Context: an optimization exercise on an open-source flow, tuned for a short achievable clock period and few clock cycles. The choices shown serve that exercise and are no tape-out recipe.
Function was checked by simulation only, so behaviour that the tests miss may differ from the original.
Power is estimated from default activity; no workload was simulated.

==> design.v <==
module alu(a, b, cin, c);
   input  [31:0] a, b;
   input         cin;
   output [31:0] c;
   wire [32:0] s = {a, 1'b1} + {b, cin};
   assign c = s[32:1];
endmodule
module regfile(clk, rst, sela, selb, rw, busa, busb, busw, regwr);
   input         clk;
   input         rst;
   input  [31:1] sela, selb;
   input  [4:0]  rw;
   input  [31:0] busw;
   output reg [31:0] busa, busb;
   input         regwr;
   reg [31:0] rf[31:1];
   integer i;
   always @(posedge clk) begin
      if (rst) begin
         for (i=1; i<32; i=i+1)
           rf[i] <= 32'd0;
      end else if (regwr && rw != 5'd0) begin
         rf[rw] <= busw;
      end
   end
   always @(*) begin
      busa = 32'd0;
      busb = 32'd0;
      for (i=1; i<32; i=i+1) begin
         busa = busa | ({32{sela[i]}} & rf[i]);
         busb = busb | ({32{selb[i]}} & rf[i]);
      end
   end
endmodule
module mips( clk, rst, mem_waddr, mem_raddr, mem_din, mem_wren, mem_dout);
   input   clk;
   input   rst;
   output [31:0] mem_waddr, mem_raddr;
   output [31:0] mem_din;
   output        mem_wren;
   input  [31:0] mem_dout;
   localparam BTBN = 4;
   localparam FCN  = 4;
   reg [31:0] pc;           
   reg [31:0] raddr;        
   reg        m_cycle;      
   reg        m_hold;       
   reg [4:0]  ld_rt;
   reg        st_valid;     
   reg [31:0] st_addr, st_data;
   reg        d_valid, s_valid;
   reg [31:0] d_ir, s_ir;
   reg [31:0] d_pc, s_pc;   
   reg [31:2] d_key, s_key;  
   reg        d_kv, s_kv;    
   reg [31:2] f_prev;        
   reg        f_seqv;        
   reg [31:1] d_sa, d_sb;   
   reg [31:0] f_bt_q;       
   reg        d_bt_ok;      
   reg        e_valid;
   reg        e_wr;         
   reg        e_lw, e_sw, e_beq, e_ubeq;
   reg [4:0]  e_rd;         
   reg [31:0] e_a, e_c;     
   reg [31:0] e_b;          
   reg        e_cin;
   reg [31:2] e_key;
   reg        e_kv;
   reg [31:0] e_bt;         
   reg        w_en;
   reg [4:0]  w_rd;
   reg [31:0] w_val;
   reg [BTBN-1:0] btb_v;
   reg [31:2]     btb_k [0:BTBN-1];
   reg [31:2]     btb_t [0:BTBN-1];
   reg [BTBN-1:0] btb_m;
   reg [BTBN-1:0] btb_ptr;          
   reg [FCN-1:0]  fc_v;
   reg [31:2]     fc_a [0:FCN-1];
   reg [31:2]     fc_a2 [0:FCN-1];      
   reg [FCN-1:0]  fc_a2v;
   reg [31:0]     fc_d [0:FCN-1];
   reg [FCN-1:0]  fc_ptr;
   reg            fc_fill;
   reg            fc_q_hit;
   reg [31:0]     fc_q_word;
   integer k;
   reg        fc_hit_s, fc_hit_d;
   reg [31:0] fc_word_s, fc_word_d;
   always @(*) begin
      fc_hit_s  = 1'b0;
      fc_hit_d  = 1'b0;
      fc_word_s = 32'd0;
      fc_word_d = 32'd0;
      for (k = 0; k < FCN; k = k + 1) begin
         if (fc_v[k] && fc_a2v[k] && pc[31:2] == fc_a2[k]) begin
            fc_hit_s  = 1'b1;
            fc_word_s = fc_word_s | fc_d[k];
         end
         if (fc_v[k] && f_bt_q[31:2] == fc_a[k]) begin
            fc_hit_d  = 1'b1;
            fc_word_d = fc_word_d | fc_d[k];
         end
      end
   end
   wire [31:0] alu_c;
   alu U_ALU (.a(e_a), .b(e_c), .cin(e_cin), .c(alu_c));
   wire        taken    = e_valid & e_beq & (e_a == e_b);
   reg         e_lwv;       
   wire        lw_start = e_lwv;
   wire        f_ok  = ~m_cycle | (~m_hold & fc_q_hit);
   wire [31:0] inst  = m_cycle ? fc_q_word : mem_dout;
   wire [5:0]  f_op  = inst[31:26];
   wire        f_jal = (f_op == 6'b000011);
   wire        f_eff = (f_op == 6'b000000) | (f_op == 6'b001101) |
                       (f_op == 6'b100011) | (f_op == 6'b101011) |
                       (f_op == 6'b000100);
   wire [31:0] pc4 = pc + 32'd4;
   wire [31:0] f_jt = {pc[31:28], inst[25:0], 2'b00};
   wire [30:0] f_bsum = {pc[31:2], 1'b1} + {{14{mem_dout[15]}}, mem_dout[15:0], 1'b1};
   reg         btb_hit, btb_hit_l;
   reg [31:2]  btb_tgt;
   reg [BTBN-1:0] m_seq, m_same, m_e, m_b, m_j, m_d;
   always @(*) begin
      btb_hit   = 1'b0;
      btb_hit_l = 1'b0;
      btb_tgt   = 30'd0;
      for (k = 0; k < BTBN; k = k + 1) begin
         if (btb_v[k] && btb_m[k]) begin
            btb_hit = 1'b1;
            btb_tgt = btb_tgt | btb_t[k];
         end
         if (btb_v[k] && l_k == btb_k[k])
           btb_hit_l = 1'b1;
         m_seq[k]  = (pc4[31:2]  == btb_k[k]);
         m_same[k] = (pc[31:2]   == btb_k[k]);
         m_e[k]    = (e_bt[31:2] == btb_k[k]);
         m_d[k]    = (f_bt_q[31:2] == btb_k[k]);
         m_b[k]    = (btb_tgt    == btb_k[k]);
         m_j[k]    = (f_jt[31:2] == btb_k[k]);
      end
   end
   wire [5:0]  d_op  = d_ir[31:26];
   wire [4:0]  d_rs  = d_ir[25:21];
   wire [4:0]  d_rt  = d_ir[20:16];
   wire [4:0]  d_rdf = d_ir[15:11];
   wire        d_rtype = (d_op == 6'b000000);
   wire        d_ori   = (d_op == 6'b001101);
   wire        d_lw    = (d_op == 6'b100011);
   wire        d_sw    = (d_op == 6'b101011);
   wire        d_beq   = (d_op == 6'b000100);
   wire        d_sub   = d_rtype & (d_ir[5:0] == 6'b100011);
   wire        d_mem   = d_lw | d_sw;
   wire [4:0]  d_rd    = d_rtype ? d_rdf : d_rt;
   wire [31:0] d_simm  = {{16{d_ir[15]}}, d_ir[15:0]};
   wire [31:0] d_zimm  = {16'd0, d_ir[15:0]};
   wire [30:0] d_bsum  = {d_pc[31:2], 1'b1} + {d_simm[29:0], 1'b1};
   wire        stall_d = lw_start & d_valid & (e_rd != 5'd0) &
                         ((d_rs == e_rd) | (d_rt == e_rd));
   wire        d_ubeq     = d_beq & (d_rs == d_rt);
   wire        redirect_d0 = d_valid & d_ubeq & d_bt_ok & ~stall_d;
   wire        redirect_d  = redirect_d0 & ~taken;
   wire        ld_w = m_cycle & (ld_rt != 5'd0);
   wire [31:0] rf_a, rf_b;
   regfile U_RF (.clk(clk), .rst(rst), .sela(d_sa), .selb(d_sb),
                 .rw(m_cycle ? ld_rt : w_rd),
                 .busa(rf_a), .busb(rf_b),
                 .busw(m_cycle ? mem_dout : w_val),
                 .regwr(m_cycle ? ld_w : w_en));
   function [31:1] onehot;
      input [4:0] r;
      integer j;
      for (j = 1; j < 32; j = j + 1)
        onehot[j] = (r == j);
   endfunction
   wire        e_w  = e_valid & e_wr;
   reg         a_e, a_m, a_w, a_f, b_e, b_m, b_w, b_f;
   reg         c_p, c_n, c_i, c_o;    
   function [31:0] sel;
      input        s;
      input [31:0] v;
      sel = {32{s}} & v;
   endfunction
   wire [31:0] rs_v = sel(a_e, alu_c) | sel(a_m, mem_dout) | sel(a_w, w_val) | sel(a_f, rf_a);
   wire [31:0] rt_v = sel(b_e, alu_c) | sel(b_m, mem_dout) | sel(b_w, w_val) | sel(b_f, rf_b);
   wire [31:0] c_v = sel(b_e & c_p, alu_c)    | sel(b_e & c_n, ~alu_c) |
                     sel(b_m & c_p, mem_dout) | sel(b_m & c_n, ~mem_dout) |
                     sel(b_w & c_p, w_val)    | sel(b_w & c_n, ~w_val) |
                     sel(b_f & c_p, rf_b)     | sel(b_f & c_n, ~rf_b) |
                     sel(c_i, d_simm);
   wire        nx_hold  = stall_d;
   wire        nx_skid  = ~stall_d & m_cycle & m_hold;
   wire [31:0] nx_ir    = nx_hold ? d_ir : nx_skid ? s_ir : inst;
   wire [4:0]  nx_rs    = nx_ir[25:21];
   wire [4:0]  nx_rt    = nx_ir[20:16];
   wire [5:0]  nx_op    = nx_ir[31:26];
   wire        nx_ori   = (nx_op == 6'b001101);
   wire        nx_mem   = (nx_op == 6'b100011) | (nx_op == 6'b101011);
   wire        nx_sub   = (nx_op == 6'b000000) & (nx_ir[5:0] == 6'b100011);
   wire        nx_ev    = (m_cycle & m_hold) ? d_valid
                                             : (d_valid & ~stall_d & ~taken & ~redirect_d);
   wire        nx_ew    = nx_ev & (d_rtype | d_ori) & (d_rd != 5'd0);
   wire        nx_ldw   = lw_start & (e_rd != 5'd0);
   wire        nx_a_e   = nx_ew  & (d_rd == nx_rs);
   wire        nx_a_m   = nx_ldw & (e_rd == nx_rs) & ~nx_a_e;
   wire        nx_a_w   = e_w    & (e_rd == nx_rs) & ~nx_a_e & ~nx_a_m;
   wire        nx_b_e   = nx_ew  & (d_rd == nx_rt);
   wire        nx_b_m   = nx_ldw & (e_rd == nx_rt) & ~nx_b_e;
   wire        nx_b_w   = e_w    & (e_rd == nx_rt) & ~nx_b_e & ~nx_b_m;
   always @(posedge clk) begin
      a_e <= nx_a_e;
      a_m <= nx_a_m;
      a_w <= nx_a_w;
      a_f <= ~nx_a_e & ~nx_a_m & ~nx_a_w;
      b_e <= nx_b_e;
      b_m <= nx_b_m;
      b_w <= nx_b_w;
      b_f <= ~nx_b_e & ~nx_b_m & ~nx_b_w;
      c_p <= ~nx_mem & ~nx_ori & ~nx_sub;
      c_n <= ~nx_mem & ~nx_ori &  nx_sub;
      c_i <= nx_mem;
      c_o <= nx_ori;
      e_lwv <= ~rst & nx_ev & d_lw;
   end
   assign mem_raddr = raddr;
   assign mem_wren  = st_valid;
   assign mem_waddr = st_addr;
   assign mem_din   = st_data;
   wire        redir  = taken | redirect_d;
   wire        hold   = ~redir & ~f_ok;
   wire        seq    = ~redir & f_ok & ~f_jal & ~btb_hit;
   wire        btbsel = ~redir & f_ok & ~f_jal & btb_hit;
   reg [31:0] pc_nt;
   wire [31:0] pc_n = taken ? e_bt : pc_nt;
   always @(*) begin
      if (redirect_d0)
        pc_nt = f_bt_q;
      else if (!f_ok)
        pc_nt = pc;
      else if (f_jal)
        pc_nt = f_jt;
      else if (btb_hit)
        pc_nt = {btb_tgt, 2'b00};
      else
        pc_nt = pc4;
   end
   reg         l_e;
   reg [31:2]  l_k, l_t;
   wire        learn_e = l_e & ~btb_hit_l;
   wire [5:0]  fm_op   = mem_dout[31:26];
   wire        fm_jal  = (fm_op == 6'b000011);
   wire        fm_skip = fm_jal |
                         ~((fm_op == 6'b000000) | (fm_op == 6'b001101) |
                           (fm_op == 6'b100011) | (fm_op == 6'b101011) |
                           (fm_op == 6'b000100));
   wire [31:2] fm_jt   = {pc[31:28], mem_dout[25:0]};
   wire        learn_f = ~m_cycle & fm_skip & f_seqv;
   wire        learn   = learn_e | learn_f;
   wire [31:2] learn_k  = learn_e ? l_k : f_prev;
   wire [31:2] learn_t = learn_e ? l_t : fm_jal ? fm_jt : pc4[31:2];
   wire [11:2] st_km1  = st_addr[11:2] - 10'd1;
   wire        fc_put = fc_fill & ~m_cycle &
                        ~(st_valid & (st_addr[11:2] == pc[11:2]));
   always @(posedge clk) begin
      if (rst) begin
         pc       <= 32'd0;
         raddr    <= 32'd0;
         m_cycle  <= 1'b0;
         m_hold   <= 1'b0;
         st_valid <= 1'b0;
         d_valid  <= 1'b0;
         s_valid  <= 1'b0;
         e_valid  <= 1'b0;
         w_en     <= 1'b0;
         btb_v    <= {BTBN{1'b0}};
         btb_m    <= {BTBN{1'b0}};
         btb_ptr  <= {{(BTBN-1){1'b0}}, 1'b1};
         l_e      <= 1'b0;
         fc_v     <= {FCN{1'b0}};
         fc_ptr   <= {{(FCN-1){1'b0}}, 1'b1};
         fc_fill  <= 1'b0;
         fc_q_hit <= 1'b0;
      end else begin
         l_e      <= (taken & e_ubeq & e_kv) | (redirect_d & d_kv);
         if (redir)
           f_seqv <= 1'b0;
         else if (f_ok)
           f_seqv <= seq;
         d_bt_ok  <= ~m_cycle & ~stall_d & ~taken;
         pc       <= pc_n;
         raddr    <= lw_start ? alu_c : taken ? e_bt : pc_nt;
         m_cycle  <= lw_start;
         m_hold   <= stall_d;
         st_valid <= e_valid & e_sw;
         w_en     <= e_w;
         if (m_cycle & m_hold)
           e_valid <= d_valid;
         else
           e_valid <= d_valid & ~stall_d & ~taken & ~redirect_d;
         if (redir)
           d_valid <= 1'b0;
         else if (stall_d)
           s_valid <= f_ok & f_eff;
         else if (m_cycle & m_hold)
           d_valid <= s_valid;
         else
           d_valid <= f_ok & f_eff;
         fc_q_hit <= lw_start & ((seq & fc_hit_s) | (~taken & redirect_d & fc_hit_d));
         if (m_cycle & ~m_hold & ~fc_q_hit)
           fc_fill <= 1'b1;
         else if (~m_cycle)
           fc_fill <= 1'b0;
         for (k = 0; k < FCN; k = k + 1)
           if (fc_put && fc_ptr[k])
             fc_v[k] <= 1'b1;
           else if (st_valid && st_addr[11:2] == fc_a[k][11:2])
             fc_v[k] <= 1'b0;
         if (fc_put)
           fc_ptr <= {fc_ptr[FCN-2:0], fc_ptr[FCN-1]};
         for (k = 0; k < BTBN; k = k + 1) begin
           if (learn && btb_ptr[k])
             btb_v[k] <= 1'b1;
           else if (st_valid && st_km1 == btb_k[k][11:2])
             btb_v[k] <= 1'b0;
           btb_m[k] <= ~(learn & btb_ptr[k]) &
                       ((seq & m_seq[k]) | (hold & m_same[k]) | (taken & m_e[k]) |
                        (~taken & redirect_d & m_d[k]) |
                        (~redir & f_ok & f_jal & m_j[k]) |
                        (btbsel & m_b[k]));
         end
         if (learn)
           btb_ptr <= {btb_ptr[BTBN-2:0], btb_ptr[BTBN-1]};
      end
   end
   always @(posedge clk) begin
      ld_rt    <= e_rd;
      st_addr  <= alu_c;
      st_data  <= e_b;
      w_rd     <= e_rd;
      w_val    <= alu_c;
      l_k  <= taken ? e_key : d_key;
      if (f_ok)
        f_prev <= pc[31:2];
      l_t <= taken ? e_bt[31:2] : f_bt_q[31:2];
      f_bt_q <= {f_bsum[30:1], 2'b00};
      fc_q_word <= seq ? fc_word_s : fc_word_d;
      for (k = 0; k < BTBN; k = k + 1)
        if (learn && btb_ptr[k]) begin
           btb_k[k]  <= learn_k;
           btb_t[k] <= learn_t;
        end
      for (k = 0; k < FCN; k = k + 1)
        if (fc_put && fc_ptr[k]) begin
           fc_a[k]  <= pc[31:2];
           fc_a2[k] <= f_prev;
           fc_a2v[k] <= f_seqv;
           fc_d[k] <= mem_dout;
        end
      if (stall_d) begin
         s_ir <= inst;
         s_pc <= pc;
         s_key <= f_prev;
         s_kv <= f_seqv;
      end else if (m_cycle & m_hold) begin
         d_ir <= s_ir;
         d_pc <= s_pc;
         d_key <= s_key;
         d_kv <= s_kv;
         d_sa <= onehot(s_ir[25:21]);
         d_sb <= onehot(s_ir[20:16]);
      end else begin
         d_ir <= inst;
         d_pc <= pc;
         d_key <= f_prev;
         d_kv <= f_seqv;
         d_sa <= onehot(inst[25:21]);
         d_sb <= onehot(inst[20:16]);
      end
      e_wr   <= (d_rtype | d_ori) & (d_rd != 5'd0);
      e_lw   <= d_lw;
      e_sw   <= d_sw;
      e_beq  <= d_beq;
      e_ubeq <= d_beq & (d_rs == d_rt);
      e_rd   <= d_rd;
      e_a    <= rs_v | sel(c_o, d_zimm);
      e_b    <= rt_v;
      e_c    <= c_v;
      e_cin  <= d_sub;
      e_key  <= d_key;
      e_kv   <= d_kv;
      e_bt   <= {d_bsum[30:1], 2'b00};
   end
endmodule
==> run.sh <==
#!/bin/bash
# synth_recipe.tcl (not shown) runs the flow's synth.tcl, then flattens the netlist and writes it again
# the make line also repeats each setting of config.mk as NAME=value (left out here)
make -C /OpenROAD-flow-scripts/flow DESIGN_CONFIG=/design/flow/config.mk WORK_HOME=/design/flow/orfs CLKGATE_MAP_FILE= SYNTH_SCRIPT=/design/flow/synth_recipe.tcl finish
==> config.mk <==
export PLATFORM = sky130hd
export DESIGN_NAME = mips
export DESIGN_NICKNAME = mips
export VERILOG_FILES = /design/flow/design.v
export SDC_FILE = /design/flow/constraint.sdc
export NUM_CORES = 4
export LEC_CHECK = 0
export CAP_MARGIN = 20
export CORE_MARGIN = 2
export CORE_UTILIZATION = 33
export PLACE_DENSITY = 0.55
export SETUP_SLACK_MARGIN = 3.6
export SLEW_MARGIN = 20
export TNS_END_PERCENT = 40
==> constraint.sdc <==
create_clock -name core_clock -period 6.5 [get_ports {clk}]
set_input_delay 1.3000 -clock core_clock [delete_from_list [all_inputs] [get_ports {clk}]]
set_output_delay 1.3000 -clock core_clock [all_outputs]
set_load 0.01 [all_outputs]
==> summary.txt <==
## flip-flops by register name (all words and copies together) (netlist names), 120 cells and up
name	cells
fc_d	128
U_RF.rf	992
btb_k	120
fc_a2	120
fc_a	120
btb_t	120
## layout by cell type (no fill, tap or decap), drive strengths merged, types with 77 or more instances in the layout
master	instances
a21oi	243
a221oi	246
a222oi	115
a22o	248
a22oi	620
buf	1214
clkbuf	400
clkinv	78
dfxtp	465
diode	77
edfxtp	1884
ha	91
inv	115
mux2	90
mux2i	81
nand2	584
nand3	255
nand4	271
nor2	1358
nor3	83
nor4	159
o21ai	185
or4	79
xnor2	826
xor2	467
## worst paths after layout
| kind | start | end | slack (ps) | depth (start not counted) |
|---|---|---|---|---|
| setup / recovery | btb_v[2] | btb_m[2] | 2680 | 9 |
| setup reg to reg | btb_v[2] | btb_m[2] | 2680 | 9 |
| hold / removal | d_key[9] | e_key[9] | 330 | 0 |
| hold reg to reg | d_key[9] | e_key[9] | 330 | 0 |
## cell usage after synthesis, types with 33 or more instances
master,number
sky130_fd_sc_hd__edfxtp_1,1884
sky130_fd_sc_hd__nor2_1,1357
sky130_fd_sc_hd__xnor2_1,825
sky130_fd_sc_hd__clkbuf_1,736
sky130_fd_sc_hd__a22oi_1,620
sky130_fd_sc_hd__nand2_1,577
sky130_fd_sc_hd__dfxtp_1,465
sky130_fd_sc_hd__xor2_1,465
sky130_fd_sc_hd__nand4_1,270
sky130_fd_sc_hd__nand3_1,250
sky130_fd_sc_hd__a22o_1,248
sky130_fd_sc_hd__a221oi_1,246
sky130_fd_sc_hd__a21oi_1,241
sky130_fd_sc_hd__o21ai_0,184
sky130_fd_sc_hd__nor4_1,156
sky130_fd_sc_hd__a222oi_1,115
sky130_fd_sc_hd__inv_1,114
sky130_fd_sc_hd__buf_1,108
sky130_fd_sc_hd__ha_1,91
sky130_fd_sc_hd__mux2_2,90
sky130_fd_sc_hd__nor3_1,82
sky130_fd_sc_hd__mux2i_1,81
sky130_fd_sc_hd__or4_1,74
sky130_fd_sc_hd__a21o_1,62
sky130_fd_sc_hd__a31oi_1,62
sky130_fd_sc_hd__a211oi_1,57
sky130_fd_sc_hd__and3_1,56
sky130_fd_sc_hd__nand2b_1,33
## repair_timing
item	CTS	global route
gates cloned	60	21
pin swaps	203	219
setup buffers	429	217
gates resized for setup	1090	843
endpoints found under the setup margin	3479	1500
hold endpoints to repair	0	0
## per-stage QoR
step / area, µm² / hold slack (ps) / worst slack (ps) / std cells
2_1_floorplan: 114000 / 329 / 2630 / 9929
3_3_place_gp: 122000 / 350 / 938 / 14232
3_5_place_dp: 122000 / 355 / 1000 / 14233
4_1_cts: 140000 / 320 / 2870 / 15201
5_1_grt: 145000 / 344 / 2780 / 15464
6_report: 146000 / 331 / 2680 / 15524
## cells by family (layout without fill, tap and decap cells)
kind of cell             Yosys count  count (layout)  synth area share (%)
AO/OA/AOI/OAI                   2054            2055                  13.6
other                              0              77                     0
adder cells (fa/ha/maj)           94              94                  1.06
multiplexers                     171             171                  1.61
AND/OR/NAND/NOR                 2980            2992                  12.1
buffers and inverters            988            1957                  3.36
flip-flops                      2349            2349                  58.3
XOR/XNOR                        1293            1293                  10.1
## cell type report
cell class,instances,share of cell area [%]
clock inverters,118,0.823
clock buffers,361,5.07
flip-flops and latches,2349,45.5
multi-input cells,6605,33.8
repair inverters,3,0.0155
well taps,4536,3.90
inverters,115,0.347
diodes,77,0.132
repair buffers,1360,10.4
## metal layers
| metal | share of wire [%] | GRT usage [%] |
|---|---|---|
| met2 | 39 | 54.2 |
| met5 | 0.077 | 0.917 |
| met3 | 16 | 18.0 |
| met1 | 32 | 43.4 |
| met4 | 13 | 36.6 |
## critical path: stages (launching register included)
cell,delay [ps]
sky130_fd_sc_hd__dfxtp_1,430
sky130_fd_sc_hd__and2_1,330
sky130_fd_sc_hd__buf_6,290
sky130_fd_sc_hd__a22oi_1,590
sky130_fd_sc_hd__o22ai_1,200
sky130_fd_sc_hd__nor3_1,430
sky130_fd_sc_hd__nand4_1,150
sky130_fd_sc_hd__or4_1,620
sky130_fd_sc_hd__or4_1,460
sky130_fd_sc_hd__a311oi_2,240
## power by group
group	switching [mW]	internal, mW
clock	6.61	8.80
sequential	0.914	16.8
combinational	4.99	2.60
==> reports/summary.json <==
{
  "power": {
    "power.density_mw_per_mm2": 280,
    "total_power_mw": 40.7,
    "total_leakage_power_nw": 53.1,
    "vdd_ir_drop_max_mv": 0.213
  },
  "worst_setup_path": {
    "worst-endpoint-arrival_ps": 4610,
    "worstSetupEndpointType": "flop",
    "timing.critical_path.fanout_max": 37,
    "timing.critical_path.required_ps": 7290,
    "crit_path_start_kind": "flop",
    "criticalPathCategory": "flop to flop"
  },
  "placement": {
    "buffer_ports.inserted": 130,
    "half_perimeter_wire_length_after_detailed_placement_mm": 417,
    "gp_congestion": 1.06
  },
  "routing": {
    "ant_nets": 0,
    "via_count": 107299,
    "drtPass1Iterations": 14,
    "via_per_inst": 6.91,
    "drt-wirelength-per-cell_um": 45.9,
    "number_of_design_rule_violations_left_after_detail_routing": 0,
    "totalWireLength_mm": 712,
    "detailedRoute.firstIterationViolations": 22097
  },
  "global_route": {
    "grt_first_pass_wirelength_mm": 908,
    "grt_use_total_pct": 38.8,
    "pin_count_of_the_biggest_net_entering_global_routing": 62,
    "global_route.overflow_total": 0,
    "number_of_global_route_vias_before_repair": 97418,
    "grt_antenna_before_repair": 64
  },
  "job": {
    "cap_violations": 0
  },
  "sta": {
    "relSlewSlack_pct": 19.9,
    "timing_max_transition_violations_final": 0,
    "actual_transition_at_the_worst_max_transition_pin_ps": 1200,
    "grt_setup_unrepaired": "true",
    "hold_viol_final": 0,
    "fin_setup_tns_ps": 0,
    "skew_ps": 89.1,
    "maxClockFrequency_mhz": 262,
    "setup-violations-final": 0,
    "period_utilization_pct": 58.7,
    "fin_crit_ps": 3820
  },
  "logic_synthesis": {
    "post_synth_net_total": 10057,
    "synthArstFlopShare_pct": 0,
    "yosys_most_used_dff": "sky130_fd_sc_hd__edfxtp_1",
    "count_of_state_elements_after_synthesis": 2349,
    "netlist_top_cells_area": "sky130_fd_sc_hd__edfxtp_1, sky130_fd_sc_hd__dfxtp_1, sky130_fd_sc_hd__xnor2_1",
    "ys.warnings.count": 7,
    "netlist_instances": 9929,
    "netlist-cell-type-count": 93,
    "syn_avg_cell_area_um2": 11.4,
    "mappedNetlistArea_mm2": 0.113,
    "synth_area_leader_cell": "sky130_fd_sc_hd__edfxtp_1",
    "synth-seq-area-share_pct": 58.3,
    "synth_enable_flop_cells": 1884,
    "netlist.area_leader.share_pct": 50.0
  },
  "status": {
    "outcome": "finished clean"
  },
  "clock_network": {
    "cts_num_sinks": 2349,
    "path_clk_slew_ps": 70,
    "cts-htree-levels": 5,
    "number_of_buffers_on_the_longest_clock_path": 4,
    "worstSkewPairLatency_ps": 920,
    "clockRootBuffer": "sky130_fd_sc_hd__clkbuf_16",
    "cts-buffers-inserted": 269,
    "cts_hold_repair.buffers": 0,
    "clock_tree_from_tritoncts": "built"
  },
  "finish": {
    "area_used_by_sequential_logic_in_the_layout_mm2": 0.0662,
    "area_growth_pct": 28.7,
    "nNetsFinal": 10831,
    "drive_above_1_share_pct": 24.5,
    "area_of_combinational_cells_with_multiple_inputs_mm2": 0.0492,
    "postLayoutCoreUtil_pct": 42.7,
    "fillerInstances": 31530
  },
  "floorplan": {
    "effective_utilization_at_floorplan_pct": 33.2,
    "rows": 214,
    "io_pins": 131,
    "die-height_um": 589,
    "die-width_um": 589,
    "design.die.area_mm2": 0.347,
    "coreArea_mm2": 0.341
  },
  "worst_hold_path": {
    "worstHoldPathType": "flop to flop"
  }
}
Testbench counts, summed over its fixed seeds: cycles 65,815.

static timing again, ports no longer ideal:
Ports are ideal in the flow. The routed layout listed here was re-timed in OpenROAD.
Step 1, drivers: a clkbuf_16 drives clk and a buf_2 each remaining input, both assumed.
Step 2, shift: input delay + t, output delay - t, t = (earliest + latest rising clock arrival at the registers) / 2. This alone moves slack from input paths to output paths.
Slacks: ideal ports / drivers / drivers and shift; pairs: ideal ports / drivers.
t (ns): 1.000
slack for setup (ns): 2.683 / 2.683 / 2.134
worst data-port slew with drivers (ns): 0.07
cell pins on the clock port's net: 1
After both steps setup and hold are still met in this run. The setup slack of this run moves by 0.000 ns with the drivers and by -0.549 ns with both steps.
